What follows belongs to an exercise in optimizing a design on an open flow for small area; a production flow would make more cautious choices. In this exercise RTL edits were held to simulation tests only and were not proved equivalent to the original. No activity file was given, so power comes from the tool's default toggle rates.

File: design/flow/config.mk
export PLATFORM = sky130hd
export DESIGN_NAME = vga_renderer
export DESIGN_NICKNAME = vga_renderer
export VERILOG_FILES = /design/flow/design.v
export SDC_FILE = /design/flow/constraint.sdc
export NUM_CORES = 4
export LEC_CHECK = 0
export CAP_MARGIN = 20
export CORE_MARGIN = 2
export CORE_UTILIZATION = 40
export SLEW_MARGIN = 20
File: design/flow/constraint.sdc
create_clock -name core_clock -period 20.0 [get_ports {clk}]
set_input_delay 4.0000 -clock core_clock [delete_from_list [all_inputs] [get_ports {clk}]]
set_output_delay 4.0000 -clock core_clock [all_outputs]
set_load 0.01 [all_outputs]
File: design/flow/design.v
`timescale 1ns / 1ps
module counter
(
    input  wire clk,
    input  wire reset,
    output wire hSync,
    output wire vSync,
    output reg  [9:0] hCount,
    output reg  [9:0] vCount,
    output wire fast_blink,
    output wire cursor_blink
);
    reg [14:0] blink_hi;
    wire h_end = hCount[9] & hCount[8] & (&hCount[4:0]);    
    wire v_end = vCount[9] & vCount[3] & vCount[2];         
    always @(posedge clk)
    begin
        if (reset)
        begin
            hCount <= 10'd0;
            vCount <= 10'd0;
        end
        else if (h_end)
        begin
            hCount <= 10'd0;
            vCount <= v_end ? 10'd0 : vCount + 1'b1;
        end
        else
            hCount <= hCount + 1'b1;
    end
    always @(posedge clk)
    begin
        if (reset)
            blink_hi <= 15'd0;
        else if (&hCount[4:0])
            blink_hi <= blink_hi + 1'b1;
    end
    assign hSync = (hCount < 10'd96);
    assign vSync = (vCount < 10'd2);
    assign cursor_blink = blink_hi[14];
    assign fast_blink = blink_hi[13];
endmodule
`timescale 1ns / 1ps
module display_controller
(
    input  wire [9:0]  hCount,
    input  wire [9:0]  vCount,
    input  wire        fast_blink,
    input  wire        cursor_blink,
    input  wire [1:0]  edit_row,
    input  wire [1:0]  edit_col,
    input  wire        cell_locked,
    input  wire        sw0,
    input  wire        sw1,
    input  wire [63:0] matrix_a,
    input  wire [15:0] vector_v,
    input  wire        fsm_done,
    input  wire [7:0]  iteration_count,
    input  wire [15:0] v_old,
    input  wire [15:0] v_new,
    output wire [3:0]  code
);
    wire [9:0] h = hCount;
    wire [9:0] v = vCount;
    function automatic inr;
        input [9:0] x;
        input integer a;
        input integer b;
        begin
            inr = ({22'd0, x} >= a) && ({22'd0, x} < b);
        end
    endfunction
    function automatic [4:0] font_row;
        input       tens;
        input [3:0] val;
        input [2:0] y;
        reg   [3:0] d;
        begin
            if (tens)
                d = (val >= 4'd10) ? 4'd1 : 4'd0;
            else
                d = (val >= 4'd10) ? val - 4'd10 : val;
            font_row = 5'b00000;
            case (d)
                4'd0: case (y)
                    0: font_row = 5'b01110; 1: font_row = 5'b10001; 2: font_row = 5'b10011;
                    3: font_row = 5'b10101; 4: font_row = 5'b11001; 5: font_row = 5'b10001;
                    6: font_row = 5'b01110; default: font_row = 5'b00000;
                endcase
                4'd1: case (y)
                    0: font_row = 5'b00100; 1: font_row = 5'b01100; 2: font_row = 5'b00100;
                    3: font_row = 5'b00100; 4: font_row = 5'b00100; 5: font_row = 5'b00100;
                    6: font_row = 5'b01110; default: font_row = 5'b00000;
                endcase
                4'd2: case (y)
                    0: font_row = 5'b01110; 1: font_row = 5'b10001; 2: font_row = 5'b00001;
                    3: font_row = 5'b00110; 4: font_row = 5'b01000; 5: font_row = 5'b10000;
                    6: font_row = 5'b11111; default: font_row = 5'b00000;
                endcase
                4'd3: case (y)
                    0: font_row = 5'b11110; 1: font_row = 5'b00001; 2: font_row = 5'b00001;
                    3: font_row = 5'b01110; 4: font_row = 5'b00001; 5: font_row = 5'b00001;
                    6: font_row = 5'b11110; default: font_row = 5'b00000;
                endcase
                4'd4: case (y)
                    0: font_row = 5'b00010; 1: font_row = 5'b00110; 2: font_row = 5'b01010;
                    3: font_row = 5'b10010; 4: font_row = 5'b11111; 5: font_row = 5'b00010;
                    6: font_row = 5'b00010; default: font_row = 5'b00000;
                endcase
                4'd5: case (y)
                    0: font_row = 5'b11111; 1: font_row = 5'b10000; 2: font_row = 5'b11110;
                    3: font_row = 5'b00001; 4: font_row = 5'b00001; 5: font_row = 5'b10001;
                    6: font_row = 5'b01110; default: font_row = 5'b00000;
                endcase
                4'd6: case (y)
                    0: font_row = 5'b01110; 1: font_row = 5'b10000; 2: font_row = 5'b11110;
                    3: font_row = 5'b10001; 4: font_row = 5'b10001; 5: font_row = 5'b10001;
                    6: font_row = 5'b01110; default: font_row = 5'b00000;
                endcase
                4'd7: case (y)
                    0: font_row = 5'b11111; 1: font_row = 5'b00001; 2: font_row = 5'b00010;
                    3: font_row = 5'b00100; 4: font_row = 5'b01000; 5: font_row = 5'b10000;
                    6: font_row = 5'b10000; default: font_row = 5'b00000;
                endcase
                4'd8: case (y)
                    0: font_row = 5'b01110; 1: font_row = 5'b10001; 2: font_row = 5'b10001;
                    3: font_row = 5'b01110; 4: font_row = 5'b10001; 5: font_row = 5'b10001;
                    6: font_row = 5'b01110; default: font_row = 5'b00000;
                endcase
                4'd9: case (y)
                    0: font_row = 5'b01110; 1: font_row = 5'b10001; 2: font_row = 5'b10001;
                    3: font_row = 5'b01111; 4: font_row = 5'b00001; 5: font_row = 5'b00001;
                    6: font_row = 5'b01110; default: font_row = 5'b00000;
                endcase
                default: font_row = 5'b00000;
            endcase
        end
    endfunction
    wire state_edit = ~sw0;
    wire blink_ind = inr(h, (630) + 144, (638) + 144) & inr(v, (2) + 35, (10) + 35) & fast_blink;           
    wire test_pos  = inr(h, (15) + 144, (25) + 144) & inr(v, (255) + 35, (265) + 35);                        
    wire dbg_row_y = inr(v, (430) + 35, (440) + 35);
    wire dbg_col_y = inr(v, (450) + 35, (460) + 35);
    wire [1:0] dbg_sel = dbg_row_y ? edit_row : edit_col;
    reg dbg_x;
    always @(*)
        case (dbg_sel)
            2'd0: dbg_x = inr(h, (10) + 144, (18) + 144);
            2'd1: dbg_x = inr(h, (30) + 144, (38) + 144);
            2'd2: dbg_x = inr(h, (50) + 144, (58) + 144);
            default: dbg_x = inr(h, (70) + 144, (78) + 144);
        endcase
    wire dbg = (dbg_row_y | dbg_col_y) & dbg_x;                       
    wire sw_y = inr(v, (5) + 35, (20) + 35);
    wire sw0_ind = inr(h, (10) + 144, (60) + 144) & sw_y;                                  
    wire sw1_ind = inr(h, (70) + 144, (120) + 144) & sw_y;                                 
    reg row_y;
    always @(*)
        case (edit_row)
            2'd0: row_y = inr(v, (60) + 35, (80) + 35);
            2'd1: row_y = inr(v, (90) + 35, (110) + 35);
            2'd2: row_y = inr(v, (120) + 35, (140) + 35);
            default: row_y = inr(v, (150) + 35, (170) + 35);
        endcase
    reg col_x;
    always @(*)
        case (edit_col)
            2'd0: col_x = inr(h, (200) + 144, (220) + 144);
            2'd1: col_x = inr(h, (230) + 144, (250) + 144);
            2'd2: col_x = inr(h, (260) + 144, (280) + 144);
            default: col_x = inr(h, (290) + 144, (310) + 144);
        endcase
    wire rowcol_ind = (inr(h, (3) + 144, (8) + 144) & row_y) | (inr(v, (235) + 35, (240) + 35) & col_x);    
    reg ep_y;
    always @(*)
        case (edit_row)
            2'd0: ep_y = inr(v, (240) + 35, (248) + 35);
            2'd1: ep_y = inr(v, (250) + 35, (258) + 35);
            2'd2: ep_y = inr(v, (260) + 35, (268) + 35);
            default: ep_y = inr(v, (270) + 35, (278) + 35);
        endcase
    reg ep_x;
    always @(*)
        case (edit_col)
            2'd0: ep_x = inr(h, (200) + 144, (208) + 144);
            2'd1: ep_x = inr(h, (210) + 144, (218) + 144);
            2'd2: ep_x = inr(h, (220) + 144, (228) + 144);
            default: ep_x = inr(h, (230) + 144, (238) + 144);
        endcase
    wire edit_pos = state_edit & ((inr(h, (2) + 144, (6) + 144) & ep_y) | (~sw1 & inr(v, (240) + 35, (244) + 35) & ep_x));  
    reg vec_y;
    always @(*)
        case (edit_row)
            2'd0: vec_y = inr(v, (30) + 35, (75) + 35);
            2'd1: vec_y = inr(v, (75) + 35, (120) + 35);
            2'd2: vec_y = inr(v, (120) + 35, (165) + 35);
            default: vec_y = inr(v, (165) + 35, (210) + 35);
        endcase
    reg mat_y;
    always @(*)
        case (edit_row)
            2'd0: mat_y = inr(v, (270) + 35, (312) + 35);
            2'd1: mat_y = inr(v, (312) + 35, (354) + 35);
            2'd2: mat_y = inr(v, (354) + 35, (396) + 35);
            default: mat_y = inr(v, (396) + 35, (438) + 35);
        endcase
    reg mat_x;
    always @(*)
        case (edit_col)
            2'd0: mat_x = inr(h, (20) + 144, (62) + 144);
            2'd1: mat_x = inr(h, (62) + 144, (104) + 144);
            2'd2: mat_x = inr(h, (104) + 144, (146) + 144);
            default: mat_x = inr(h, (146) + 144, (188) + 144);
        endcase
    wire vec_edge_y = inr(v, (30) + 35, (35) + 35) | inr(v, (70) + 35, (80) + 35) | inr(v, (115) + 35, (125) + 35) | inr(v, (160) + 35, (170) + 35) | inr(v, (205) + 35, (210) + 35);
    wire mat_edge_y = inr(v, (270) + 35, (275) + 35) | inr(v, (307) + 35, (317) + 35) | inr(v, (349) + 35, (359) + 35) | inr(v, (391) + 35, (401) + 35) | inr(v, (433) + 35, (438) + 35);
    wire vec_edge_x = inr(h, (20) + 144, (33) + 144) | inr(h, (107) + 144, (120) + 144);
    wire mat_edge_x = inr(h, (20) + 144, (25) + 144) | inr(h, (57) + 144, (67) + 144) | inr(h, (99) + 144, (109) + 144) | inr(h, (141) + 144, (151) + 144) | inr(h, (183) + 144, (188) + 144);
    wire upper = ~v[9] & ~v[8];    
    wire cur_fill = state_edit & ~dbg &
                    (sw1 ? (vec_y & inr(h, (20) + 144, (120) + 144)) : (mat_y & mat_x));
    wire cur_edge = vec_edge_y | mat_edge_y | (upper ? vec_edge_x : mat_edge_x);
    wire cur_green  = cur_fill & cell_locked;
    wire cur_yellow = cur_fill & ~cell_locked & cursor_blink;
    wire cur_orange = cur_fill & ~cell_locked & ~cursor_blink & cur_edge;
    wire cur_any    = cur_green | cur_yellow | cur_orange;
    wire [3:0] bl0 = v_old[3:0],   bl1 = v_old[7:4],  bl2 = v_old[11:8],  bl3 = v_old[15:12];
    wire [3:0] br0 = v_new[3:0],   br1 = v_new[7:4],  br2 = v_new[11:8],  br3 = v_new[15:12];
    wire xl0 = inr(h, (185) + 144, (230) + 144), xl1 = inr(h, (240) + 144, (285) + 144), xl2 = inr(h, (295) + 144, (340) + 144), xl3 = inr(h, (350) + 144, (390) + 144);
    wire xr0 = inr(h, (415) + 144, (460) + 144), xr1 = inr(h, (470) + 144, (515) + 144), xr2 = inr(h, (525) + 144, (570) + 144), xr3 = inr(h, (580) + 144, (620) + 144);
    wire bar_left = xl0 | xl1 | xl2 | xl3;
    wire bar_right = xr0 | xr1 | xr2 | xr3;
    wire [3:0] bar_val = ({4{xl0}} & bl0) | ({4{xl1}} & bl1) | ({4{xl2}} & bl2) | ({4{xl3}} & bl3) |
                         ({4{xr0}} & br0) | ({4{xr1}} & br1) | ({4{xr2}} & br2) | ({4{xr3}} & br3);
    wire [15:0] bar_t;
    genvar gj;
    generate
        for (gj = 0; gj < 15; gj = gj + 1) begin : g_bar_t
            assign bar_t[gj] = (v >= 90 + 10 * gj);
        end
    endgenerate
    assign bar_t[15] = 1'b0;
    wire bar_on = bar_t[~bar_val] & inr(v, (55) + 35, (205) + 35);
    wire bar_cyan  = bar_on & bar_left;
    wire bar_green = bar_on & bar_right;
    wire chart = inr(h, (160) + 144, (620) + 144) & inr(v, (30) + 35, (220) + 35);
    wire chart_line = chart & (inr(h, (160) + 144, (162) + 144) | inr(h, (618) + 144, (620) + 144) | inr(v, (30) + 35, (32) + 35) | inr(v, (218) + 35, (220) + 35) |
                               inr(h, (389) + 144, (391) + 144) | inr(v, (205) + 35, (207) + 35)) & ~(bar_on & (bar_left | bar_right));
    wire vec_br = inr(v, (30) + 35, (210) + 35) & ((inr(h, (20) + 144, (28) + 144) & (inr(v, (30) + 35, (34) + 35) | inr(v, (206) + 35, (210) + 35) | inr(h, (20) + 144, (23) + 144))) |
                                 (inr(h, (112) + 144, (120) + 144) & (inr(v, (30) + 35, (34) + 35) | inr(v, (206) + 35, (210) + 35) | inr(h, (117) + 144, (120) + 144))));
    wire mat_br_y = inr(v, (270) + 35, (274) + 35) | inr(v, (434) + 35, (438) + 35);
    wire mat_br = (inr(h, (10) + 144, (20) + 144) & inr(v, (270) + 35, (438) + 35) & (mat_br_y | inr(h, (10) + 144, (13) + 144))) |
                  (inr(h, (188) + 144, (190) + 144) & mat_br_y);
    wire vn_area = inr(h, (220) + 144, (540) + 144) & inr(v, (320) + 35, (390) + 35);
    wire vn_br_y = inr(v, (320) + 35, (325) + 35) | inr(v, (385) + 35, (390) + 35);
    wire vn_br = vn_area & ((inr(h, (220) + 144, (232) + 144) & (vn_br_y | inr(h, (220) + 144, (223) + 144))) |
                            (inr(h, (528) + 144, (540) + 144) & (vn_br_y | inr(h, (537) + 144, (540) + 144))));
    wire vn_border = vn_area & (inr(h, (220) + 144, (222) + 144) | inr(h, (538) + 144, (540) + 144) | inr(v, (320) + 35, (322) + 35) | inr(v, (388) + 35, (390) + 35));
    wire mat_line = inr(h, (20) + 144, (188) + 144) & inr(v, (270) + 35, (438) + 35) &
                    (inr(h, (20) + 144, (21) + 144) | inr(h, (61) + 144, (63) + 144) | inr(h, (103) + 144, (105) + 144) | inr(h, (145) + 144, (147) + 144) | inr(h, (187) + 144, (188) + 144) |
                     inr(v, (270) + 35, (271) + 35) | inr(v, (311) + 35, (313) + 35) | inr(v, (353) + 35, (355) + 35) | inr(v, (395) + 35, (397) + 35) | inr(v, (437) + 35, (438) + 35));
    reg        row_vec, row_mat, row_vn;
    reg [1:0]  row_idx;
    reg [3:0]  offy;
    always @(*)
    begin
        row_vec = 1'b0; row_mat = 1'b0; row_vn = 1'b0; row_idx = 2'd0; offy = 4'd0;
        if (inr(v, (40) + 35, (54) + 35))        begin row_vec = 1'b1; row_idx = 2'd0; offy = 4'd11; end
        else if (inr(v, (85) + 35, (99) + 35))   begin row_vec = 1'b1; row_idx = 2'd1; offy = 4'd8;  end
        else if (inr(v, (130) + 35, (144) + 35)) begin row_vec = 1'b1; row_idx = 2'd2; offy = 4'd5;  end
        else if (inr(v, (175) + 35, (189) + 35)) begin row_vec = 1'b1; row_idx = 2'd3; offy = 4'd2;  end
        else if (inr(v, (280) + 35, (287) + 35)) begin row_mat = 1'b1; row_idx = 2'd0; offy = 4'd3;  end
        else if (inr(v, (322) + 35, (329) + 35)) begin row_mat = 1'b1; row_idx = 2'd1; offy = 4'd5;  end
        else if (inr(v, (364) + 35, (371) + 35)) begin row_mat = 1'b1; row_idx = 2'd2; offy = 4'd7;  end
        else if (inr(v, (406) + 35, (413) + 35)) begin row_mat = 1'b1; row_idx = 2'd3; offy = 4'd1;  end
        else if (inr(v, (338) + 35, (352) + 35)) begin row_vn  = 1'b1; row_idx = 2'd0; offy = 4'd5;  end
    end
    reg        col_on, col_tens;
    reg [1:0]  col_idx;
    reg [3:0]  offx;
    always @(*)
    begin
        col_on = 1'b0; col_tens = 1'b0; col_idx = 2'd0; offx = 4'd0;
        if (row_vec)
        begin
            if (inr(h, (38) + 144, (48) + 144))      begin col_on = 1'b1; col_tens = 1'b1; offx = 4'd6; end
            else if (inr(h, (51) + 144, (61) + 144)) begin col_on = 1'b1; col_tens = 1'b0; offx = 4'd3; end
        end
        else if (row_mat)
        begin
            if (inr(h, (24) + 144, (29) + 144))        begin col_on = 1'b1; col_tens = 1'b1; col_idx = 2'd0; offx = 4'd0; end
            else if (inr(h, (30) + 144, (35) + 144))   begin col_on = 1'b1; col_tens = 1'b0; col_idx = 2'd0; offx = 4'd6; end
            else if (inr(h, (66) + 144, (71) + 144))   begin col_on = 1'b1; col_tens = 1'b1; col_idx = 2'd1; offx = 4'd2; end
            else if (inr(h, (72) + 144, (77) + 144))   begin col_on = 1'b1; col_tens = 1'b0; col_idx = 2'd1; offx = 4'd0; end
            else if (inr(h, (108) + 144, (113) + 144)) begin col_on = 1'b1; col_tens = 1'b1; col_idx = 2'd2; offx = 4'd4; end
            else if (inr(h, (114) + 144, (119) + 144)) begin col_on = 1'b1; col_tens = 1'b0; col_idx = 2'd2; offx = 4'd2; end
            else if (inr(h, (150) + 144, (155) + 144)) begin col_on = 1'b1; col_tens = 1'b1; col_idx = 2'd3; offx = 4'd6; end
            else if (inr(h, (156) + 144, (161) + 144)) begin col_on = 1'b1; col_tens = 1'b0; col_idx = 2'd3; offx = 4'd4; end
        end
        else if (row_vn)
        begin
            if (inr(h, (253) + 144, (263) + 144))      begin col_on = 1'b1; col_tens = 1'b1; col_idx = 2'd0; offx = 4'd13; end
            else if (inr(h, (266) + 144, (276) + 144)) begin col_on = 1'b1; col_tens = 1'b0; col_idx = 2'd0; offx = 4'd10; end
            else if (inr(h, (328) + 144, (338) + 144)) begin col_on = 1'b1; col_tens = 1'b1; col_idx = 2'd1; offx = 4'd8;  end
            else if (inr(h, (341) + 144, (351) + 144)) begin col_on = 1'b1; col_tens = 1'b0; col_idx = 2'd1; offx = 4'd5;  end
            else if (inr(h, (403) + 144, (413) + 144)) begin col_on = 1'b1; col_tens = 1'b1; col_idx = 2'd2; offx = 4'd3;  end
            else if (inr(h, (416) + 144, (426) + 144)) begin col_on = 1'b1; col_tens = 1'b0; col_idx = 2'd2; offx = 4'd0;  end
            else if (inr(h, (478) + 144, (488) + 144)) begin col_on = 1'b1; col_tens = 1'b1; col_idx = 2'd3; offx = 4'd14; end
            else if (inr(h, (491) + 144, (501) + 144)) begin col_on = 1'b1; col_tens = 1'b0; col_idx = 2'd3; offx = 4'd11; end
        end
    end
    wire [3:0] dx = h[3:0] - offx;
    wire [3:0] dy = v[3:0] - offy;
    wire       scale2 = ~row_mat;
    wire [2:0] gx = scale2 ? dx[3:1] : dx[2:0];
    wire [2:0] gy = scale2 ? dy[3:1] : dy[2:0];
    reg  [3:0] dval;
    always @(*)
    begin
        if (row_vec)
            dval = vector_v[4*row_idx +: 4];
        else if (row_mat)
            dval = matrix_a[16*row_idx + 4*col_idx +: 4];
        else
            dval = v_new[4*col_idx +: 4];
    end
    wire [4:0] frow = font_row(col_tens, dval, gy);
    wire       fbit = frow[3'd4 - gx];
    wire       digit_on = col_on & fbit;
    wire vec_dig = digit_on & row_vec & ~cur_any;        
    wire mat_dig = digit_on & row_mat & ~cur_any;        
    wire vn_dig  = digit_on & row_vn;                    
    wire [3:0] it_tens = iteration_count / 8'd10;
    wire [3:0] it_ones = iteration_count % 8'd10;
    wire       it_t = inr(h, (565) + 144, (590) + 144);
    wire       it_o = inr(h, (595) + 144, (620) + 144);
    wire [3:0] it_digit = it_t ? it_tens : it_ones;
    reg  [6:0] seg;
    always @(*)
        case (it_digit)
            4'd0: seg = 7'b1111110;
            4'd1: seg = 7'b0110000;
            4'd2: seg = 7'b1101101;
            4'd3: seg = 7'b1111001;
            4'd4: seg = 7'b0110011;
            4'd5: seg = 7'b1011011;
            4'd6: seg = 7'b1011111;
            4'd7: seg = 7'b1110000;
            4'd8: seg = 7'b1111111;
            4'd9: seg = 7'b1111011;
            default: seg = 7'b0000000;
        endcase
    wire sL = inr(h, (565) + 144, (568) + 144) | inr(h, (595) + 144, (598) + 144);
    wire sM = inr(h, (568) + 144, (585) + 144) | inr(h, (598) + 144, (615) + 144);
    wire sR = inr(h, (585) + 144, (590) + 144) | inr(h, (615) + 144, (620) + 144);
    wire iter_dig =
        (seg[6] & sM & inr(v, (345) + 35, (348) + 35)) |
        (seg[5] & sR & inr(v, (346) + 35, (355) + 35)) |
        (seg[4] & sR & inr(v, (357) + 35, (366) + 35)) |
        (seg[3] & sM & inr(v, (364) + 35, (367) + 35)) |
        (seg[2] & sL & inr(v, (357) + 35, (366) + 35)) |
        (seg[1] & sL & inr(v, (346) + 35, (355) + 35)) |
        (seg[0] & sM & inr(v, (354) + 35, (358) + 35));                           
    wire lab_y = inr(v, (12) + 35, (25) + 35);
    wire labels = (lab_y & (inr(h, (55) + 144, (85) + 144) | inr(h, (230) + 144, (310) + 144) | inr(h, (460) + 144, (540) + 144))) |
                  (inr(h, (90) + 144, (120) + 144) & inr(v, (232) + 35, (245) + 35)) | (inr(h, (320) + 144, (420) + 144) & inr(v, (302) + 35, (315) + 35)) |
                  (inr(h, (560) + 144, (610) + 144) & inr(v, (322) + 35, (335) + 35));
    wire label_gray = labels & ~sw0_ind & ~sw1_ind;
    wire mode = inr(h, (550) + 144, (630) + 144) & inr(v, (5) + 35, (22) + 35);
    wire c_red     = blink_ind | (sw0_ind & ~sw0) | (mode & ~state_edit & ~fsm_done);
    wire c_blue    = test_pos;
    wire c_cyan    = (dbg & dbg_row_y) | (sw1_ind & sw1) | bar_cyan | vec_dig;
    wire c_magenta = (dbg & ~dbg_row_y) | (sw1_ind & ~sw1) | iter_dig;
    wire c_green   = (sw0_ind & sw0) | cur_green | bar_green | vn_dig | (mode & ~state_edit & fsm_done);
    wire c_yellow  = rowcol_ind | cur_yellow;
    wire c_orange  = cur_orange | edit_pos | (mode & state_edit);
    wire c_white   = (vec_br & ~cur_any) | (mat_br & ~dbg) | vn_br | mat_dig;
    wire c_gray    = chart_line | (mat_line & ~cur_any & ~dbg) | (vn_border & ~vn_br) | label_gray;
    assign code[3] = c_red | c_magenta | c_white | c_yellow | c_orange;    
    assign code[2] = c_green | c_cyan | c_white | c_yellow;                
    assign code[1] = c_cyan | c_magenta | c_white | c_blue;                
    assign code[0] = c_gray | c_blue | c_orange;                           
endmodule
`timescale 1ns / 1ps
module vga_renderer (
    input  wire        clk,
    input  wire        reset,
    input  wire [1:0]  edit_row,
    input  wire [1:0]  edit_col,
    input  wire        cell_locked,
    input  wire        sw0,
    input  wire        sw1,
    input  wire [63:0] matrix_a,
    input  wire [15:0] vector_v,
    input  wire        fsm_done,
    input  wire [7:0]  iteration_count,
    input  wire [15:0] v_old,
    input  wire [15:0] v_new,
    output wire        vga_hsync,
    output wire        vga_vsync,
    output wire [3:0]  vga_red,
    output wire [3:0]  vga_green,
    output wire [3:0]  vga_blue
);
    wire [9:0] hCount, vCount;
    wire fast_blink, cursor_blink;
    wire [3:0] code_next;
    reg  [3:0] code;
    counter vga_counter (
        .clk(clk),
        .reset(reset),
        .hSync(vga_hsync),
        .vSync(vga_vsync),
        .hCount(hCount),
        .vCount(vCount),
        .fast_blink(fast_blink),
        .cursor_blink(cursor_blink)
    );
    display_controller renderer (
        .hCount(hCount),
        .vCount(vCount),
        .fast_blink(fast_blink),
        .cursor_blink(cursor_blink),
        .edit_row(edit_row),
        .edit_col(edit_col),
        .cell_locked(cell_locked),
        .sw0(sw0),
        .sw1(sw1),
        .matrix_a(matrix_a),
        .vector_v(vector_v),
        .fsm_done(fsm_done),
        .iteration_count(iteration_count),
        .v_old(v_old),
        .v_new(v_new),
        .code(code_next)
    );
    always @(posedge clk)
        code <= code_next;
    wire rf = code[3], gf = code[2], bf = code[1], x = code[0];
    wire gray = x & ~rf & ~bf;
    wire r_low = rf | (x & bf);
    wire g_low = gf | (x & bf);
    assign vga_red   = {rf, rf | gray, r_low, r_low};
    assign vga_green = {gf | (x & rf), gf | gray, g_low, g_low};
    assign vga_blue  = {bf, bf | gray, bf, bf};
endmodule
File: design/flow/run.sh
#!/bin/bash
# synth_recipe.tcl (not shown) runs the flow's synth.tcl, then flattens the netlist and writes it again
# the make line also repeats each setting of config.mk as NAME=value (left out here)
make -C /OpenROAD-flow-scripts/flow DESIGN_CONFIG=/design/flow/config.mk WORK_HOME=/design/flow/orfs CLKGATE_MAP_FILE= SYNTH_SCRIPT=/design/flow/synth_recipe.tcl finish
==> notes.md, run 1 <==
----------------------------------------------------
[Status]
  Result of the run ... no timing/DRC/antenna violations

[Global routing]
  Vias in the first global route ... 11200
  Wire length of the first global-routing pass ... 69200 um
  Maximum number of pins on one net before global-route repair ... 49
  Overall fraction of global-route tracks in use ... 0.365
  Total global routing overflow ... 0
  Initial antenna violation count ... 0

[Critical path]
  Origin of the worst setup path ... iteration_count[5]
  Capturing element type of the critical path ... flop
  Register-to-Register Setup Slack ... 12.60 ns
  Cell count of the worst reg-to-reg path ... 21
  Maximum fanout encountered on the critical timing path ... 11
  Worst r2r dst ... code[2]
  Worst path arrival time ... 8.73 ns
  CP Data Required Time ... 20.18 ns
  Critical path endpoint ... code[3]
  Category of the critical setup timing path ... in2reg
  Startpoint of the worst-slack reg-to-reg timing path ... vga_counter.vCount[1]
  Type of element launching the critical path ... input pin

[Timing]
  Final setup violating endpoints ... 0
  Slew Limit Fails ... 0
  Minimum clock period ... 8.55 ns
  Transition time at the pin with the least slew margin ... 1.11 ns
  Final-report hold violation count ... 0
  Achievable Freq ... 0.117 GHz
  Final-layout setup total negative slack ... 0 ns
  Post-route setup slack ... 11.45 ns
  RSZ-0062 raised after global routing ... false
  Clock skew after layout ... 0.00645 ns
  Worst rel slew slack ... 0.253
  Share of the clock period used by the worst path ... 0.428

[Layout]
  Final net count ... 1656
  Post-Route Utilization ... 0.484
  Layout cells sized above 1 ... 0.0645
  Design area ... 11000 sq um
  Area added between synthesis and finish ... 18.3%
  Total inserted antenna cells ... 0

[Logic synthesis]
  Number of instances in the synthesized netlist ... 1439
  Biggest area consumer among synthesized cells ... sky130_fd_sc_hd__dfxtp_1
  Total nets after synthesis ... 1592
  Seq/Total Area, Yosys ... 0.0841
  Top post-synthesis cells by area ... sky130_fd_sc_hd__dfxtp_1 (8.4%), sky130_fd_sc_hd__nand2_1 (6.5%), sky130_fd_sc_hd__nor2_1 (5.9%)
  Share of the synthesized area in the top cell type ... 0.0841
  Total standard cell area after synthesis ... 9280 sq um
  Async set-reset flop share out of synthesis ... 0
  Synthesized area divided by synthesized cell count ... 6.45 sq um
  Number of warnings reported in the yosys synthesis log ... 3
  EDFF count, synth ... 0
  Most used flip-flop cell after synthesis ... sky130_fd_sc_hd__dfxtp_1
  Library cell with the highest instance count after synthesis ... sky130_fd_sc_hd__nand2_1
  Unique cell type count in the Yosys netlist ... 103
  Count of state elements after synthesis ... 39
  Commonest cells in the netlist ... sky130_fd_sc_hd__nand2_1 (160), sky130_fd_sc_hd__nor2_1 (146), sky130_fd_sc_hd__o21ai_0 (109)

[Placement]
  Placed Instance Area ... 10800 sq um
  Weighted congestion reported at the end of routability-driven placement ... 1.05
  Post-detail-place hpwl ... 35400 um
  Port Buffer Count ... 143
  Place WS ... 11.29 ns

[Power]
  IR drop worst, VDD ... 0.0281 mV
  Seq pwr share ... 0.276
  Internal power component ... 0.000196 W
  Combinational Power Share ... 0.316
  Share of power burned in the clock network ... 0.407
  Total net switching power ... 0.0000945 W
  Ratio of total power to cell area ... 26.5 nW/um^2
  Leakage power ... 3.86 nW
  Switching share of power ... 0.325

[Die]
  Overall die width ... 156 um
  Core outline area ... 22700 sq um
  Starting utilization of the core area ... 0.409
  Die H ... 156 um
  Site row count ... 55
  DIE AREA ... 24400 sq um
  Boundary pin count ... 144

[Routing]
  Number of iterations in the first detailed-routing pass ... 8
  1st-iter DRT viols ... 1819
  Vias after detailed routing ... 12500
  Remaining routing DRC violations ... 0
  Average detailed-routed wire length per instance ... 25.7 um
  Number of nets with antenna violations after routing ... 0
  Vias per Instance ... 6.96
  Final routed wirelength across all metal layers ... 46000 um

[CTS]
  Insertion delay of the later-clocked pin in the worst-skew pair ... 0.31 ns
  Sinks on the clock net ... 39
  H-Tree Level Count ... 2
  CTS tree ... built
  Clock slew seen by the registers of the worst setup and hold paths ... 0.08 ns
  Count of hold-fix buffers inserted at cts ... 0
  Number of buffers between clock root and the deepest sink ... 2
  Number of buffers created by CTS ... 5
  Number of gates given a new drive strength after cts ... 0
  Root Driver ... sky130_fd_sc_hd__clkbuf_16
  Post-CTS Setup Bufs ... 0

[Job]
  Max Cap Violations ... 0

[Hold path]
  Worst hold path class ... reg2reg

----------------------------------------------------
==> power by group through the flow <==
stage | logic (W) | registers (W) | clock network, W
floorplan | 0.0000495 | 0.0000807 | 0
global placement | 0.0000896 | 0.0000820 | 0
detailed placement | 0.0000892 | 0.0000821 | 0
CTS | 0.0000898 | 0.0000802 | 0.000120
global route | 0.0000988 | 0.0000805 | 0.000121
finish | 0.0000919 | 0.0000803 | 0.000118
==> state kept, by name, indices dropped and copies added, names as in the netlist <==
signal                cells
code                      4
vga_counter.hCount       10
vga_counter.vCount       10
vga_counter.blink_hi     15
==> routing by layer <==
layer / routed length, um / up-vias / GRT usage
met5: 0 / - / 0
met4: 2420 / 0 / 0.160
met3: 4960 / 164 / 0.0737
met2: 19300 / 865 / 0.538
met1: 19300 / 5835 / 0.510
li1: - / 5596 / -
==> critical path, stage by stage <==
cell and delay, ns:
sky130_fd_sc_hd__clkdlybuf4s50_1 0.68, sky130_fd_sc_hd__nand2b_1 0.17, sky130_fd_sc_hd__nor3b_1 0.31, sky130_fd_sc_hd__o21ai_0 0.13, sky130_fd_sc_hd__o221ai_1 0.12, sky130_fd_sc_hd__o21ai_0 0.17, sky130_fd_sc_hd__xnor2_1 0.27, sky130_fd_sc_hd__o21ai_0 0.18
sky130_fd_sc_hd__and3_1 0.22, sky130_fd_sc_hd__o31ai_1 0.43, sky130_fd_sc_hd__ha_1 0.33, sky130_fd_sc_hd__and2_1 0.14, sky130_fd_sc_hd__o311ai_0 0.27, sky130_fd_sc_hd__a31oi_1 0.13, sky130_fd_sc_hd__a41o_1 0.21, sky130_fd_sc_hd__a221o_1 0.39
sky130_fd_sc_hd__nor4_1 0.45, sky130_fd_sc_hd__o21ai_1 0.13
==> how the worst min path moves through the flow <==
| stage | from | endpoint | slack [ns] | cells past startpoint |
|---|---|---|---|---|
| 3_3_place_gp | vga_counter.blink_hi[5] | vga_counter.blink_hi[5] | 0.46 | 2 |
| 5_1_grt | vga_counter.blink_hi[5] | vga_counter.blink_hi[5] | 0.52 | 2 |
| 6_report | vga_counter.blink_hi[5] | vga_counter.blink_hi[5] | 0.48 | 2 |
| 3_5_place_dp | vga_counter.blink_hi[5] | vga_counter.blink_hi[5] | 0.48 | 2 |
| 2_1_floorplan | vga_counter.blink_hi[7] | vga_counter.blink_hi[7] | 0.45 | 2 |
| 4_1_cts | vga_counter.blink_hi[5] | vga_counter.blink_hi[5] | 0.49 | 2 |
==> stage by stage <==
stage | cells | power (W) | hold WS (ns)
after floorplan | 1439 | 0.000130 | 0.454
after global placement | 1781 | 0.000172 | 0.462
after detailed placement | 1781 | 0.000171 | 0.476
after CTS | 1789 | 0.000290 | 0.486
after global routing | 1789 | 0.000300 | 0.521
final | 1789 | 0.000291 | 0.484
==> placed cells by master (no fill, tap or decap), types with 13 or more instances in the layout <==
master	Yosys	final
sky130_fd_sc_hd__o31ai_1	20	20
sky130_fd_sc_hd__xnor2_1	20	20
sky130_fd_sc_hd__and2_1	18	18
sky130_fd_sc_hd__or3_1	17	17
sky130_fd_sc_hd__clkdlybuf4s50_1	0	143
sky130_fd_sc_hd__nand2b_1	35	35
sky130_fd_sc_hd__ha_1	21	21
sky130_fd_sc_hd__a21o_1	16	16
sky130_fd_sc_hd__nor2b_1	25	25
sky130_fd_sc_hd__a21oi_1	99	99
sky130_fd_sc_hd__mux2i_1	23	23
sky130_fd_sc_hd__buf_4	13	36
sky130_fd_sc_hd__a211oi_1	18	18
sky130_fd_sc_hd__o22ai_1	22	22
sky130_fd_sc_hd__o211ai_1	30	30
sky130_fd_sc_hd__nor2_1	146	146
sky130_fd_sc_hd__nor4_1	15	15
sky130_fd_sc_hd__nor3_1	49	49
sky130_fd_sc_hd__inv_1	38	38
sky130_fd_sc_hd__xor2_1	13	13
sky130_fd_sc_hd__and3_1	21	21
sky130_fd_sc_hd__nand4_1	25	25
sky130_fd_sc_hd__nand3_1	57	57
sky130_fd_sc_hd__o21ai_0	109	109
sky130_fd_sc_hd__nand2_1	160	160
sky130_fd_sc_hd__dfxtp_1	39	39
sky130_fd_sc_hd__a31oi_1	27	27
sky130_fd_sc_hd__o2111ai_1	17	17
==> cell type report <==
class                      instances  area (sq um)
tap                              285           357
inverter                          38           143
timing repair buffer             179          1700
sequential                        39           781
multi-input combinational       1240          7800
fill                            2433         11700
clock buffer                       5           125
clock inverter                     3          71.3
==> cells by family after synthesis <==
family	count (synthesis)	synth area share
fa+ha+maj	23	0.0326
buf+inv	160	0.0755
compound gates	515	0.384
flops	39	0.0841
mux	35	0.0418
simple gates	634	0.351
xor+xnor	33	0.0311
==> run 2, diff against run 1 <==
==> design/flow/flow/run.sh (new file) <==
#!/bin/bash
# Standard ORFS layout, except that synthesis maps the logic with an
# area-oriented ABC script (flow/abc_area.script) instead of ORFS's speed
# script. Everything before ABC (and so every register, its name and cell)
# is the standard synthesis's. Each tool's output goes to a log file here.
set -euo pipefail
W=$(pwd)
S=$FLOW_HOME/scripts
# synth.tcl with only its ABC call changed to use our script
sed 's|log_cmd abc {\*}$abc_args|log_cmd abc -script '"$W"'/flow/abc_area.script {*}[lrange $abc_args 2 end]|' \
    $S/synth.tcl > $W/own_synth_core.tcl
grep -q "flow/abc_area.script" $W/own_synth_core.tcl
# The standard flow's synthesis script, sourcing that copy
sed 's|source $::env(SCRIPTS_DIR)/synth.tcl|source '"$W"'/own_synth_core.tcl|' \
    $W/synth_recipe.tcl > $W/own_synth.tcl
grep -q "own_synth_core.tcl" $W/own_synth.tcl
bash $W/standard.sh SYNTH_SCRIPT=$W/own_synth.tcl finish > $W/orfs_flow.log 2>&1
==> design/flow/flow/abc_area.script (new file) <==
strash
dc2
dch -f
amap
topo
==> design/flow/standard.sh (new file) <==
#!/bin/bash
# synth_recipe.tcl (not shown) runs the flow's synth.tcl, then flattens the netlist and writes it again
# the make line also repeats each setting of config.mk as NAME=value (left out here)
make -C /OpenROAD-flow-scripts/flow DESIGN_CONFIG=/design/flow/config.mk WORK_HOME=/design/flow/orfs CLKGATE_MAP_FILE= SYNTH_SCRIPT=/design/flow/synth_recipe.tcl "${@:-finish}"
removed: design/flow/run.sh
==> notes.md, run 2 <==
----------------------------------------------------
[Logic synthesis]
  Seq/Total Area, Yosys ... 0.0999 (+0.0158)
  Post-synthesis share of cell area spent on xor and xnor gates ... 0.00112 (-0.0300)
  Library cell with the highest instance count after synthesis ... sky130_fd_sc_hd__nor2_1
  Count of state elements after synthesis ... 39 (unchanged)
  Share of the synthesized area in the top cell type ... 0.160 (+0.0762)
  Dominant combinational cell family by area after synthesis ... simple AND/OR/NAND/NOR gates
  Number of warnings reported in the yosys synthesis log ... 3 (unchanged)
  Commonest cells in the netlist ... sky130_fd_sc_hd__nor2_1 (334), sky130_fd_sc_hd__clkinv_1 (172), sky130_fd_sc_hd__nor3_1 (105)
  Biggest area consumer among synthesized cells ... sky130_fd_sc_hd__nor2_1
  Total nets after synthesis ... 1520 (-4.5%)
  Synthesized area divided by synthesized cell count ... 5.72 sq um (-11%)
  Most used flip-flop cell after synthesis ... sky130_fd_sc_hd__dfxtp_1
  Mux share of post-synthesis cell area ... 0 (-0.0418)
  Adder-cell share of the synthesized area ... 0.0387 (+0.00611)
  Top post-synthesis cells by area ... sky130_fd_sc_hd__nor2_1 (16%), sky130_fd_sc_hd__dfxtp_1 (10%), sky130_fd_sc_hd__clkinv_1 (8.3%)
  Total standard cell area after synthesis ... 7820 sq um (-16%)
  Number of instances in the synthesized netlist ... 1367 (-5.0%)
  Compound-Gate Fraction of Synth Area ... 0.379 (-0.00575)
  Unique cell type count in the Yosys netlist ... 50 (-51%)
  Async set-reset flop share out of synthesis ... 0 (unchanged)
  Basic-gate share of the synthesized area counting and, or, nand and nor cells ... 0.391 (+0.0409)
  EDFF count, synth ... 0 (unchanged)

[Layout]
  Area of all sequential standard cells ... 781 sq um (unchanged)
  Area added between synthesis and finish ... 26.1%
  Final net count ... 1681 (+1.5%)
  Design area ... 9860 sq um (-10%)
  Leading cell type in the layout, fill and taps excluded ... sky130_fd_sc_hd__nor2_1
  Layout cells sized above 1 ... 0.0196 (-0.0449)
  Number of flip-flops under the largest register name ... 15 (unchanged)
  Total inserted antenna cells ... 0 (unchanged)
  Biggest regs ... vga_counter.blink_hi (15), vga_counter.hCount (10), vga_counter.vCount (10)
  Fillers ... 2076 (-15%)
  Multi-input gate area in the final layout ... 6350 sq um (-19%)
  Register bank with the most flops ... vga_counter.blink_hi
  Most frequent cells in the layout ... sky130_fd_sc_hd__nor2_1 (334), sky130_fd_sc_hd__clkinv_1 (172), sky130_fd_sc_hd__clkdlybuf4s50_1 (143)

[Die]
  Core outline area ... 19300 sq um (-15%)
  Die H ... 144 um (-8.0%)
  Boundary pin count ... 144 (unchanged)
  Site row count ... 51 (-7.3%)
  Overall die width ... 144 um (-8.0%)
  DIE AREA ... 20700 sq um (-15%)
  Starting utilization of the core area ... 0.404 (-0.00443)

[Critical path]
  Largest stage delay on the critical path ... 0.50 ns (-0.18 ns)
  Type of element launching the critical path ... input pin
  CP dominant cell by count ... sky130_fd_sc_hd__nor2_1
  Maximum fanout encountered on the critical timing path ... 5 (-6)
  Critical path's top delay family ... compound AO/OA/AOI/OAI gates
  Buf+Inv Stages, Crit Path ... 6 (+5)
  Capturing element type of the critical path ... flop
  Category of the critical setup timing path ... in2reg
  Worst path arrival time ... 10.19 ns (+1.46 ns)
  CP Data Required Time ... 20.19 ns (about the same)
  Slowest cell on the critical path ... sky130_fd_sc_hd__or4b_1

[Timing]
  RSZ-0062 raised after global routing ... false
  Share of the clock period used by the worst path ... 0.500 (+0.0724)
  Slew Limit Fails ... 0 (unchanged)
  Worst rel slew slack ... 0.151 (-0.103)
  Clock skew after layout ... 0.0131 ns (+0.00670 ns)
  Achievable Freq ... 0.100 GHz (-14%)
  Hold Slack ... 0.477 ns (-0.00729 ns)
  Final setup violating endpoints ... 0 (unchanged)
  Minimum clock period ... 10.00 ns (+1.45 ns)
  Final-layout setup total negative slack ... 0 ns (unchanged)
  Transition time at the pin with the least slew margin ... 1.27 ns (+0.153 ns)
  Final-report hold violation count ... 0 (unchanged)

[Global routing]
  Overall fraction of global-route tracks in use ... 0.420 (+0.0548)
  Total global routing overflow ... 0 (unchanged)
  Wire length of the first global-routing pass ... 65900 um (-4.8%)
  Maximum number of pins on one net before global-route repair ... 42 (-14%)
  Vias in the first global route ... 11300 (+0.55%)
  Initial antenna violation count ... 1 (+1)

[CTS]
  Post-CTS Setup Bufs ... 0 (unchanged)
  Number of buffers between clock root and the deepest sink ... 2 (unchanged)
  Sinks on the clock net ... 39 (unchanged)
  Clock slew seen by the registers of the worst setup and hold paths ... 0.08 ns (about the same)
  Number of gates given a new drive strength after cts ... 0 (unchanged)
  H-Tree Level Count ... 2 (unchanged)
  Insertion delay of the later-clocked pin in the worst-skew pair ... 0.31 ns (about the same)
  Number of buffers created by CTS ... 5 (unchanged)
  CTS tree ... built
  Count of hold-fix buffers inserted at cts ... 0 (unchanged)
  Root Driver ... sky130_fd_sc_hd__clkbuf_16

[Placement]
  Port Buffer Count ... 143 (unchanged)
  Placed Instance Area ... 9680 sq um (-10%)
  Post-detail-place hpwl ... 35400 um (about the same)
  Weighted congestion reported at the end of routability-driven placement ... 1.20 (+14%)

[Routing]
  Met2 wire length ... 18300 um (-5.2%)
  Remaining routing DRC violations ... 0 (unchanged)
  Vias per Instance ... 6.88 (-1.2%)
  Number of nets with antenna violations after routing ... 0 (unchanged)
  Detailed-routed wire length on met3 ... 6500 um (+31%)
  Highest routing layer actually used ... met4
  Number of iterations in the first detailed-routing pass ... 8 (unchanged)
  WL met1 ... 16400 um (-15%)
  1st-iter DRT viols ... 2043 (+12%)
  Final routed wirelength across all metal layers ... 44700 um (-2.9%)
  Vias after detailed routing ... 12300 (-0.97%)
  Average detailed-routed wire length per instance ... 24.9 um (-3.2%)

[Hold path]
  Worst hold path class ... reg2reg

[Status]
  Result of the run ... no timing/DRC/antenna violations

[Power]
  Ratio of total power to cell area ... 27.6 nW/um^2 (+4.3%)
  IR drop worst, VDD ... 0.0360 mV (+28%)
  Leakage power ... 2.90 nW (-25%)

[Job]
  Max Cap Violations ... 0 (unchanged)

----------------------------------------------------
-- run 2: cell count changes in the layout (fill, tap and decap cells not counted), moves of 19 or more --
cell                       previous run  this run
sky130_fd_sc_hd__o211ai_1            30         7
sky130_fd_sc_hd__nand2b_1            35         2
sky130_fd_sc_hd__nand3_1             57        24
sky130_fd_sc_hd__inv_1               38         0
sky130_fd_sc_hd__clkinv_1             0       172
sky130_fd_sc_hd__or2_0                0        19
sky130_fd_sc_hd__nor3_1              49       104
sky130_fd_sc_hd__nor2_1             146       334
sky130_fd_sc_hd__nand2_1            160        91
sky130_fd_sc_hd__mux2i_1             23         0
sky130_fd_sc_hd__xnor2_1             20         0
-- run 2: routing by layer --
layer | up-vias | track usage
li1 | 5408 | -
met1 | 5577 | 0.509
met2 | 1071 | 0.650
met3 | 283 | 0.135
met4 | 0 | 0.244
met5 | - | 0
-- run 2: metrics by stage --
stage          power (W)  utilization  setup slack (ns)  instances
6_report        0.000272        0.510              10.0       1794
3_3_place_gp    0.000167        0.501             10.41       1786
5_1_grt         0.000281        0.510              9.53       1794
4_1_cts         0.000269        0.510             10.23       1794
3_5_place_dp    0.000168        0.501              9.93       1786
2_1_floorplan   0.000124            -              9.19       1367
-- run 2: report_power, final --
| group | internal, W | switching [W] | leakage (nW) | total [W] |
|---|---|---|---|---|
| clock network | 0.0000598 | 0.0000429 | 0.0844 | 0.000103 |
| registers | 0.0000782 | 0.00000112 | 0.315 | 0.0000793 |
| logic | 0.0000426 | 0.0000475 | 2.50 | 0.0000902 |
| total | 0.000181 | 0.0000915 | 2.90 | 0.000272 |
-- run 2: worst paths after layout --
| kind | end | slack [ns] | startpoint | cells after the start |
|---|---|---|---|---|
| worst max-delay path | code[3] | 10.0 | iteration_count[5] | 33 |
| worst min register to register | vga_counter.blink_hi[2] | 0.48 | vga_counter.blink_hi[2] | 1 |
| worst min-delay path | vga_counter.blink_hi[2] | 0.48 | vga_counter.blink_hi[2] | 1 |
| worst max register to register | code[2] | 10.87 | vga_counter.hCount[5] | 35 |
-- run 2: final cells by class --
cell class | instances | share of cell area
clock buffers | 5 | 0.0127
clock inverters | 3 | 0.00482
inverters | 172 | 0.0655
repair buffers | 162 | 0.160
multi-input cells | 1148 | 0.644
flip-flops and latches | 39 | 0.0792
well taps | 265 | 0.0336
-- run 2: cell families (layout without fill, tap and decap cells) --
| group | after synthesis | in the layout |
|---|---|---|
| xor gates and xnor gates | 1 | 1 |
| and+or+nand+nor | 682 | 682 |
| adders and majority gates | 23 | 23 |
| buffers and inverters | 180 | 342 |
| AOI/OAI and AO/OA | 442 | 442 |
| DFF | 39 | 39 |
-- run 2: worst reg2reg max path, delay by kind of cell (launching register included) --
family	cells	cell delay (ns)
and+or+nand+nor	17	3.97
AOI/OAI and AO/OA	12	2.25
buffers and inverters	6	1.97
DFF	1	0.80
==> run 3, diff against run 2 <==
--- a/design/flow/design.v
+++ b/design/flow/design.v
@@ -224,14 +224,11 @@
     wire cur_yellow = cur_fill & ~cell_locked & cursor_blink;
     wire cur_orange = cur_fill & ~cell_locked & ~cursor_blink & cur_edge;
     wire cur_any    = cur_green | cur_yellow | cur_orange;
-    wire [3:0] bl0 = v_old[3:0],   bl1 = v_old[7:4],  bl2 = v_old[11:8],  bl3 = v_old[15:12];
-    wire [3:0] br0 = v_new[3:0],   br1 = v_new[7:4],  br2 = v_new[11:8],  br3 = v_new[15:12];
     wire xl0 = inr(h, (185) + 144, (230) + 144), xl1 = inr(h, (240) + 144, (285) + 144), xl2 = inr(h, (295) + 144, (340) + 144), xl3 = inr(h, (350) + 144, (390) + 144);
     wire xr0 = inr(h, (415) + 144, (460) + 144), xr1 = inr(h, (470) + 144, (515) + 144), xr2 = inr(h, (525) + 144, (570) + 144), xr3 = inr(h, (580) + 144, (620) + 144);
     wire bar_left = xl0 | xl1 | xl2 | xl3;
     wire bar_right = xr0 | xr1 | xr2 | xr3;
-    wire [3:0] bar_val = ({4{xl0}} & bl0) | ({4{xl1}} & bl1) | ({4{xl2}} & bl2) | ({4{xl3}} & bl3) |
-                         ({4{xr0}} & br0) | ({4{xr1}} & br1) | ({4{xr2}} & br2) | ({4{xr3}} & br3);
+    wire bar_y = inr(v, (55) + 35, (205) + 35);
     wire [15:0] bar_t;
     genvar gj;
     generate
@@ -240,12 +237,12 @@
         end
     endgenerate
     assign bar_t[15] = 1'b0;
-    wire bar_on = bar_t[~bar_val] & inr(v, (55) + 35, (205) + 35);
+    wire bar_on;       
     wire bar_cyan  = bar_on & bar_left;
     wire bar_green = bar_on & bar_right;
     wire chart = inr(h, (160) + 144, (620) + 144) & inr(v, (30) + 35, (220) + 35);
     wire chart_line = chart & (inr(h, (160) + 144, (162) + 144) | inr(h, (618) + 144, (620) + 144) | inr(v, (30) + 35, (32) + 35) | inr(v, (218) + 35, (220) + 35) |
-                               inr(h, (389) + 144, (391) + 144) | inr(v, (205) + 35, (207) + 35)) & ~(bar_on & (bar_left | bar_right));
+                               inr(h, (389) + 144, (391) + 144) | inr(v, (205) + 35, (207) + 35)) & ~bar_on;
     wire vec_br = inr(v, (30) + 35, (210) + 35) & ((inr(h, (20) + 144, (28) + 144) & (inr(v, (30) + 35, (34) + 35) | inr(v, (206) + 35, (210) + 35) | inr(h, (20) + 144, (23) + 144))) |
                                  (inr(h, (112) + 144, (120) + 144) & (inr(v, (30) + 35, (34) + 35) | inr(v, (206) + 35, (210) + 35) | inr(h, (117) + 144, (120) + 144))));
     wire mat_br_y = inr(v, (270) + 35, (274) + 35) | inr(v, (434) + 35, (438) + 35);
@@ -314,16 +311,27 @@
     wire       scale2 = ~row_mat;
     wire [2:0] gx = scale2 ? dx[3:1] : dx[2:0];
     wire [2:0] gy = scale2 ? dy[3:1] : dy[2:0];
-    reg  [3:0] dval;
+    wire hleft  = (h < 150 + 144);      
+    wire hright = (h >= 400 + 144);     
+    wire sel_v  = row_vec & hleft;
+    wire sel_o  = bar_y & ~hleft & ~hright;
+    wire sel_n  = row_vn | (bar_y & ~hleft & hright);
+    wire [3:0] sel_a = {4{row_mat}} & (4'b0001 << row_idx);
+    wire [15:0] cand = ({16{sel_a[0]}} & matrix_a[15:0])  | ({16{sel_a[1]}} & matrix_a[31:16]) |
+                       ({16{sel_a[2]}} & matrix_a[47:32]) | ({16{sel_a[3]}} & matrix_a[63:48]) |
+                       ({16{sel_v}} & vector_v) | ({16{sel_o}} & v_old) | ({16{sel_n}} & v_new);
+    reg [1:0] vsel;
     always @(*)
     begin
-        if (row_vec)
-            dval = vector_v[4*row_idx +: 4];
-        else if (row_mat)
-            dval = matrix_a[16*row_idx + 4*col_idx +: 4];
+        if (row_mat | row_vn)
+            vsel = col_idx;
+        else if (hleft)
+            vsel = row_idx;
         else
-            dval = v_new[4*col_idx +: 4];
+            vsel = {xl2 | xl3 | xr2 | xr3, xl1 | xl3 | xr1 | xr3};
     end
+    wire [3:0] dval = cand[4*vsel +: 4];
+    assign bar_on = bar_t[~dval] & bar_y & (bar_left | bar_right);
     wire [4:0] frow = font_row(col_tens, dval, gy);
     wire       fbit = frow[3'd4 - gx];
     wire       digit_on = col_on & fbit;
--- a/design/flow/flow/run.sh
+++ b/design/flow/flow/run.sh
@@ -14,4 +14,4 @@
 sed 's|source $::env(SCRIPTS_DIR)/synth.tcl|source '"$W"'/own_synth_core.tcl|' \
     $W/synth_recipe.tcl > $W/own_synth.tcl
 grep -q "own_synth_core.tcl" $W/own_synth.tcl
-bash $W/standard.sh SYNTH_SCRIPT=$W/own_synth.tcl finish > $W/orfs_flow.log 2>&1
+bash $W/standard.sh SYNTH_SCRIPT=$W/own_synth.tcl "BUFFER_PORTS_ARGS=-buffer_cell sky130_fd_sc_hd__buf_1" finish > $W/orfs_flow.log 2>&1
==> design/flow/flow/abc_area.script (replaced) <==
strash
&get -n
&st
&deepsyn -T 120
&put
dch -f
amap -F 200 -A 50 -m
topo
==> design/flow/config.mk (replaced) <==
export PLATFORM = sky130hd
export DESIGN_NAME = vga_renderer
export DESIGN_NICKNAME = vga_renderer
export VERILOG_FILES = /design/flow/design.v
export SDC_FILE = /design/flow/constraint.sdc
export NUM_CORES = 4
export LEC_CHECK = 0
export CAP_MARGIN = 10
export CORE_MARGIN = 2
export CORE_UTILIZATION = 50
export CTS_BUF_LIST = sky130_fd_sc_hd__clkbuf_8
export SLEW_MARGIN = 10
==> notes.md, run 3 <==
----------------------------------------------------
[Status]
  Result of the run ... no timing/DRC/antenna violations

[CTS]
  Clock slew seen by the registers of the worst setup and hold paths ... 0.09 ns (about the same)
  Count of hold-fix buffers inserted at cts ... 0 (unchanged)
  H-Tree Level Count ... 2 (unchanged)
  Root Driver ... sky130_fd_sc_hd__clkbuf_8
  Number of buffers created by CTS ... 5 (unchanged)
  Number of buffers between clock root and the deepest sink ... 2 (unchanged)
  CTS tree ... built
  Post-CTS Setup Bufs ... 0 (unchanged)
  Number of gates given a new drive strength after cts ... 0 (unchanged)
  Sinks on the clock net ... 39 (unchanged)
  Insertion delay of the later-clocked pin in the worst-skew pair ... 0.31 ns (about the same)

[Logic synthesis]
  Number of instances in the synthesized netlist ... 1074 (-21%)
  Commonest cells in the netlist ... sky130_fd_sc_hd__nor2_1 (202), sky130_fd_sc_hd__clkinv_1 (167), sky130_fd_sc_hd__o21ai_0 (118)
  Count of state elements after synthesis ... 39 (unchanged)
  Share of the synthesized area in the top cell type ... 0.122 (-0.0384)
  Most used flip-flop cell after synthesis ... sky130_fd_sc_hd__dfxtp_1
  Top post-synthesis cells by area ... sky130_fd_sc_hd__dfxtp_1 (12%), sky130_fd_sc_hd__nor2_1 (12%), sky130_fd_sc_hd__clkinv_1 (9.8%)
  Total nets after synthesis ... 1227 (-19%)
  Library cell with the highest instance count after synthesis ... sky130_fd_sc_hd__nor2_1
  Total standard cell area after synthesis ... 6400 sq um (-18%)
  Unique cell type count in the Yosys netlist ... 55 (+10%)
  Synthesized area divided by synthesized cell count ... 5.96 sq um (+4.2%)
  Biggest area consumer among synthesized cells ... sky130_fd_sc_hd__dfxtp_1
  Async set-reset flop share out of synthesis ... 0 (unchanged)
  EDFF count, synth ... 0 (unchanged)
  Seq/Total Area, Yosys ... 0.122 (+0.0221)
  Number of warnings reported in the yosys synthesis log ... 3 (unchanged)

[Timing]
  Slew Limit Fails ... 0 (unchanged)
  Minimum clock period ... 8.94 ns (-1.06 ns)
  Achievable Freq ... 0.112 GHz (+12%)
  Final-layout setup total negative slack ... 0 ns (unchanged)
  Share of the clock period used by the worst path ... 0.447 (-0.0528)
  Worst rel slew slack ... 0.0572 (-0.0935)
  Final-report hold violation count ... 0 (unchanged)
  Transition time at the pin with the least slew margin ... 1.40 ns (+0.135 ns)
  Clock skew after layout ... 0.00805 ns (-0.00510 ns)
  RSZ-0062 raised after global routing ... false
  Final setup violating endpoints ... 0 (unchanged)

[Routing]
  Vias per Instance ... 7.27 (+5.7%)
  Number of nets with antenna violations after routing ... 0 (unchanged)
  Vias after detailed routing ... 10200 (-17%)
  Remaining routing DRC violations ... 0 (unchanged)
  Average detailed-routed wire length per instance ... 24.2 um (-2.8%)
  Number of iterations in the first detailed-routing pass ... 13 (+5)
  1st-iter DRT viols ... 1914 (-6.3%)
  Final routed wirelength across all metal layers ... 34000 um (-24%)

[Layout]
  Number of flip-flops under the largest register name ... 15 (unchanged)
  Final net count ... 1382 (-18%)
  Leading cell type in the layout, fill and taps excluded ... sky130_fd_sc_hd__nor2_1
  Most frequent cells in the layout ... sky130_fd_sc_hd__nor2_1 (202), sky130_fd_sc_hd__clkinv_1 (167), sky130_fd_sc_hd__buf_1 (143)
  Total inserted antenna cells ... 0 (unchanged)
  Biggest regs ... vga_counter.blink_hi (15), vga_counter.hCount (10), vga_counter.vCount (10)
  Register bank with the most flops ... vga_counter.blink_hi
  Layout cells sized above 1 ... 0.0203 (+0.000705)
  Area added between synthesis and finish ... 14.8%

[Global routing]
  Wire length of the first global-routing pass ... 48900 um (-26%)
  Maximum number of pins on one net before global-route repair ... 24 (-43%)
  Vias in the first global route ... 8801 (-22%)
  Initial antenna violation count ... 0 (-1)
  Overall fraction of global-route tracks in use ... 0.473 (+0.0532)
  Total global routing overflow ... 0 (unchanged)

[Placement]
  Weighted congestion reported at the end of routability-driven placement ... 1.20 (-0.17%)
  Port Buffer Count ... 143 (unchanged)
  Post-detail-place hpwl ... 26500 um (-25%)

[Power]
  Share of power burned in the clock network ... 0.399 (+0.022)
  IR drop worst, VDD ... 0.0403 mV (+12%)
  Switching share of power ... 0.319 (-0.0176)
  Seq pwr share ... 0.371 (+0.079)
  Leakage power ... 2.34 nW (-19%)
  Power Total ... 0.000214 W (-21%)
  Internal power component ... 0.000146 W (-19%)
  Total net switching power ... 0.0000684 W (-25%)
  Combinational Power Share ... 0.230 (-0.101)
  Ratio of total power to cell area ... 29.2 nW/um^2 (+5.6%)

[Hold path]
  Worst hold path class ... reg2reg

[Critical path]
  CP dominant cell by count ... sky130_fd_sc_hd__nor2_1
  Maximum fanout encountered on the critical timing path ... 5 (unchanged)
  Category of the critical setup timing path ... in2reg
  Type of element launching the critical path ... input pin
  Capturing element type of the critical path ... flop
  CP Data Required Time ... 20.20 ns (about the same)
  Worst path arrival time ... 9.14 ns (-1.05 ns)
  Slowest cell on the critical path ... sky130_fd_sc_hd__a221oi_1
  Largest stage delay on the critical path ... 0.44 ns (-0.06 ns)

[Job]
  Max Cap Violations ... 0 (unchanged)

[Die]
  Overall die width ... 117 um (-19%)
  DIE AREA ... 13700 sq um (-34%)
  Starting utilization of the core area ... 0.510 (+0.105)
  Site row count ... 41 (-20%)
  Boundary pin count ... 144 (unchanged)
  Die H ... 117 um (-19%)
  Core outline area ... 12600 sq um (-35%)

----------------------------------------------------
run 3: logic make-up (layout without fill, tap and decap cells):
kind of cell	count (synthesis)	count (layout)	share of synthesized area
DFF	39	39	0.122
AOI/OAI and AO/OA	404	404	0.424
buffers and inverters	175	331	0.107
and+or+nand+nor	432	432	0.298
adders and majority gates	23	23	0.0473
xor gates and xnor gates	1	1	0.00137
run 3: routing by layer:
metal	up-vias	part of all wire	wire, um	track usage
met5	-	0	0	0
met4	0	0.091	3090	0.317
met3	311	0.16	5290	0.168
met2	1049	0.41	13900	0.709
met1	4481	0.34	11600	0.568
li1	4353	-	-	-
run 3: layout make-up:
class | instances | area (sq um)
Fill cell | 1286 | 5220
Clock inverter | 3 | 71.3
Timing Repair Buffer | 156 | 634
Inverter | 167 | 627
Sequential cell | 39 | 781
Tap cell | 172 | 215
Clock buffer | 5 | 68.8
Multi-Input combinational cell | 860 | 4960
run 3: final timing paths:
kind                                  end                    start  slack (ns)  cells after the start
setup / recovery                  code[1]       iteration_count[6]       11.06                     29
hold reg to reg   vga_counter.blink_hi[8]  vga_counter.blink_hi[8]        0.47                      1
setup reg to reg                  code[2]    vga_counter.hCount[5]       11.17                     31
hold / removal    vga_counter.blink_hi[8]  vga_counter.blink_hi[8]        0.47                      1
run 3: power by group through the flow:
stage | logic (W) | registers (W) | clock network, W
after global placement | 0.0000456 | 0.0000814 | 0
final | 0.0000493 | 0.0000797 | 0.0000855
after CTS | 0.0000468 | 0.0000796 | 0.0000850
after detailed placement | 0.0000463 | 0.0000814 | 0
after floorplan | 0.0000260 | 0.0000809 | 0
after global routing | 0.0000534 | 0.0000798 | 0.0000876
run 3: metrics by stage:
stage                     area (sq um)  worst slack (ns)  hold WS [ns]  utilization  std cells
after floorplan                   6400             11.90         0.431            -       1074
after global placement            7210             11.27         0.445        0.574       1394
after detailed placement          7210             10.97         0.454        0.574       1394
after CTS                         7350             11.28         0.469        0.585       1402
after global routing              7350             10.64         0.494        0.585       1402
final                             7350             11.06         0.470        0.585       1402
run 3: critical path: cells and delay by family:
kind	cells	cell delay, ns
compound gates	12	2.22
simple gates	11	1.83
fa+ha+maj	1	0.34
buf+inv	5	0.73
==> run 4, diff against run 3 <==
==> design/flow/config.mk (replaced) <==
export PLATFORM = sky130hd
export DESIGN_NAME = vga_renderer
export DESIGN_NICKNAME = vga_renderer
export VERILOG_FILES = /design/flow/design.v
export SDC_FILE = /design/flow/constraint.sdc
export NUM_CORES = 4
export LEC_CHECK = 0
export CAP_MARGIN = 20
export CORE_MARGIN = 2
export CORE_UTILIZATION = 45
export SLEW_MARGIN = 20
==> notes.md, run 4 <==
----------------------------------------------------
[Status]
  Result of the run ... no timing/DRC/antenna violations

[Global routing]
  Fraction of met3 tracks used by global routing ... 0.134 (-0.0346)
  Overall fraction of global-route tracks in use ... 0.438 (-0.0349)
  Vias in the first global route ... 8832 (+0.35%)
  Total global routing overflow ... 0 (unchanged)
  Global Route met2 Usage ... 0.665 (-0.0440)
  Initial antenna violation count ... 0 (unchanged)

[Critical path]
  Maximum fanout encountered on the critical timing path ... 5 (unchanged)
  CP dominant cell by count ... sky130_fd_sc_hd__nor2_1
  Worst path arrival time ... 9.32 ns (+0.18 ns)
  Capturing element type of the critical path ... flop
  Type of element launching the critical path ... input pin
  CP Data Required Time ... 20.17 ns (-0.03 ns)
  Category of the critical setup timing path ... in2reg

[Layout]
  Register bank with the most flops ... vga_counter.blink_hi
  Layout cells sized above 1 ... 0.0211 (+0.000813)
  Most frequent cells in the layout ... sky130_fd_sc_hd__nor2_1 (201), sky130_fd_sc_hd__clkinv_1 (167), sky130_fd_sc_hd__buf_1 (143)
  Area added between synthesis and finish ... 15.6%
  Total inserted antenna cells ... 0 (unchanged)
  Number of flip-flops under the largest register name ... 15 (unchanged)
  Fillers ... 1452 (+13%)
  Final net count ... 1382 (unchanged)
  Leading cell type in the layout, fill and taps excluded ... sky130_fd_sc_hd__nor2_1
  Design area ... 7400 sq um (+0.68%)
  Biggest regs ... vga_counter.blink_hi (15), vga_counter.hCount (10), vga_counter.vCount (10)

[Timing]
  Final setup violating endpoints ... 0 (unchanged)
  Hold Slack ... 0.460 ns (-0.0106 ns)
  Minimum clock period ... 9.14 ns (+0.198 ns)
  Clock skew after layout ... 0.00512 ns (-0.00293 ns)
  Achievable Freq ... 0.109 GHz (-2.2%)
  Final-report hold violation count ... 0 (unchanged)
  Slew Limit Fails ... 0 (unchanged)
  Transition time at the pin with the least slew margin ... 1.16 ns (-0.246 ns)
  Worst rel slew slack ... 0.223 (+0.165)
  Final-layout setup total negative slack ... 0 ns (unchanged)

[Routing]
  Number of nets with antenna violations after routing ... 0 (unchanged)
  1st-iter DRT viols ... 1702 (-11%)
  Vias after detailed routing ... 9845 (-3.4%)
  Vias per Instance ... 6.98 (-4.0%)
  Remaining routing DRC violations ... 0 (unchanged)
  Final routed wirelength across all metal layers ... 34200 um (+0.57%)

[Logic synthesis]
  EDFF count, synth ... 0 (unchanged)
  Total nets after synthesis ... 1227 (unchanged)
  Synthesized area divided by synthesized cell count ... 5.96 sq um (unchanged)
  Unique cell type count in the Yosys netlist ... 55 (unchanged)
  Share of the synthesized area in the top cell type ... 0.122 (unchanged)
  Most used flip-flop cell after synthesis ... sky130_fd_sc_hd__dfxtp_1
  Library cell with the highest instance count after synthesis ... sky130_fd_sc_hd__nor2_1
  Top post-synthesis cells by area ... sky130_fd_sc_hd__dfxtp_1 (12%), sky130_fd_sc_hd__nor2_1 (12%), sky130_fd_sc_hd__clkinv_1 (9.8%)
  Async set-reset flop share out of synthesis ... 0 (unchanged)
  Number of instances in the synthesized netlist ... 1074 (unchanged)
  Seq/Total Area, Yosys ... 0.122 (unchanged)
  Biggest area consumer among synthesized cells ... sky130_fd_sc_hd__dfxtp_1
  Number of warnings reported in the yosys synthesis log ... 3 (unchanged)

[CTS]
  Clock slew seen by the registers of the worst setup and hold paths ... 0.07 ns (-0.02 ns)
  CTS tree ... built
  Insertion delay of the later-clocked pin in the worst-skew pair ... 0.29 ns (-0.02 ns)
  Root Driver ... sky130_fd_sc_hd__clkbuf_16
  Number of gates given a new drive strength after cts ... 0 (unchanged)
  H-Tree Level Count ... 2 (unchanged)
  Sinks on the clock net ... 39 (unchanged)
  Number of buffers created by CTS ... 5 (unchanged)
  Post-CTS Setup Bufs ... 0 (unchanged)

[Die]
  Overall die width ... 123 um (+5.2%)
  Starting utilization of the core area ... 0.461 (-0.0482)

[Hold path]
  Worst hold path class ... reg2reg

[Power]
  IR drop worst, VDD ... 0.0337 mV (-16%)
  Leakage power ... 2.36 nW (+0.71%)
  Ratio of total power to cell area ... 30.8 nW/um^2 (+5.6%)
  Power Total ... 0.000228 W (+6.3%)

[Placement]
  Placed Instance Area ... 7220 sq um (+0.14%)

----------------------------------------------------
[run 4: cell type report]
type	count	area (sq um)	share of cell area
clock buffer	6	139	0.0188
clock inverter	2	38.8	0.00524
inverter	167	627	0.0847
multi-input combinational	860	4960	0.670
sequential	39	781	0.105
tap	180	225	0.0304
timing repair buffer	156	634	0.0857
[run 4: final timing paths]
kind / from / slack (ns) / depth (start not counted) / end
setup / recovery: iteration_count[6] / 10.86 / 25 / code[1]
hold reg to reg: vga_counter.blink_hi[8] / 0.46 / 1 / vga_counter.blink_hi[8]
setup reg to reg: vga_counter.vCount[6] / 11.13 / 36 / code[1]
hold / removal: vga_counter.blink_hi[8] / 0.46 / 1 / vga_counter.blink_hi[8]
[run 4: critical path: cells and delay by family]
kind                       cells  cell delay [ns]
adders and majority gates      1             0.34
buffers and inverters          4             0.66
AOI/OAI and AO/OA             11             2.53
and+or+nand+nor                9             1.78
[run 4: cells by family (layout without fill, tap and decap cells)]
kind of cell,after synthesis,after routing,share of synthesized area
AOI/OAI and AO/OA,404,404,0.424
xor gates and xnor gates,1,1,0.00137
adders and majority gates,23,23,0.0473
buffers and inverters,175,331,0.107
DFF,39,39,0.122
and+or+nand+nor,432,432,0.298
[run 4: metal layers]
metal / up-vias / routed length, um
met5: - / 0
met4: 0 / 3300
met3: 284 / 4940
met2: 930 / 13900
met1: 4277 / 12000
li1: 4354 / -
[run 4: power breakdown]
| part | total, W | switching, W | internal, W |
|---|---|---|---|
| combinational | 0.0000493 | 0.0000322 | 0.0000171 |
| clock | 0.0000988 | 0.0000360 | 0.0000628 |
| sequential | 0.0000799 | 0.00000160 | 0.0000783 |
| total | 0.000228 | 0.0000698 | 0.000158 |
[run 4: through the flow]
stage          worst slack (ns)  std cells   util
2_1_floorplan             11.90       1074      -
3_3_place_gp              11.01       1402  0.520
5_1_grt                   10.45       1410  0.533
3_5_place_dp              10.84       1402  0.520
4_1_cts                   11.14       1410  0.533
6_report                  10.86       1410  0.533

## port drivers added, routing unchanged
The results above use ideal ports. As a check the final layouts listed here were re-extracted and re-timed, cells and wires unchanged. Step 1 sets driving cells, clkbuf_16 on the clock port and buf_2 on the other inputs (assumed; they add their load-dependent delay and slew). Step 2, shift: input delay + t, output delay - t, t = (earliest + latest rising clock arrival at the registers) / 2. This alone moves slack from input paths to output paths. a / b / c = no drivers / after step 1 / after step 2; a / b = the first two.
run | shift t [ns] | setup slack, ns
run 1 | 0.352 | 11.448 / 11.463 / 11.110
run 2 | 0.353 | 9.999 / 10.021 / 9.668
run 3 | 0.340 | 11.055 / 11.073 / 10.733
run 4 | 0.330 | 10.858 / 10.875 / 10.546
After both steps every run listed still meets setup and hold.
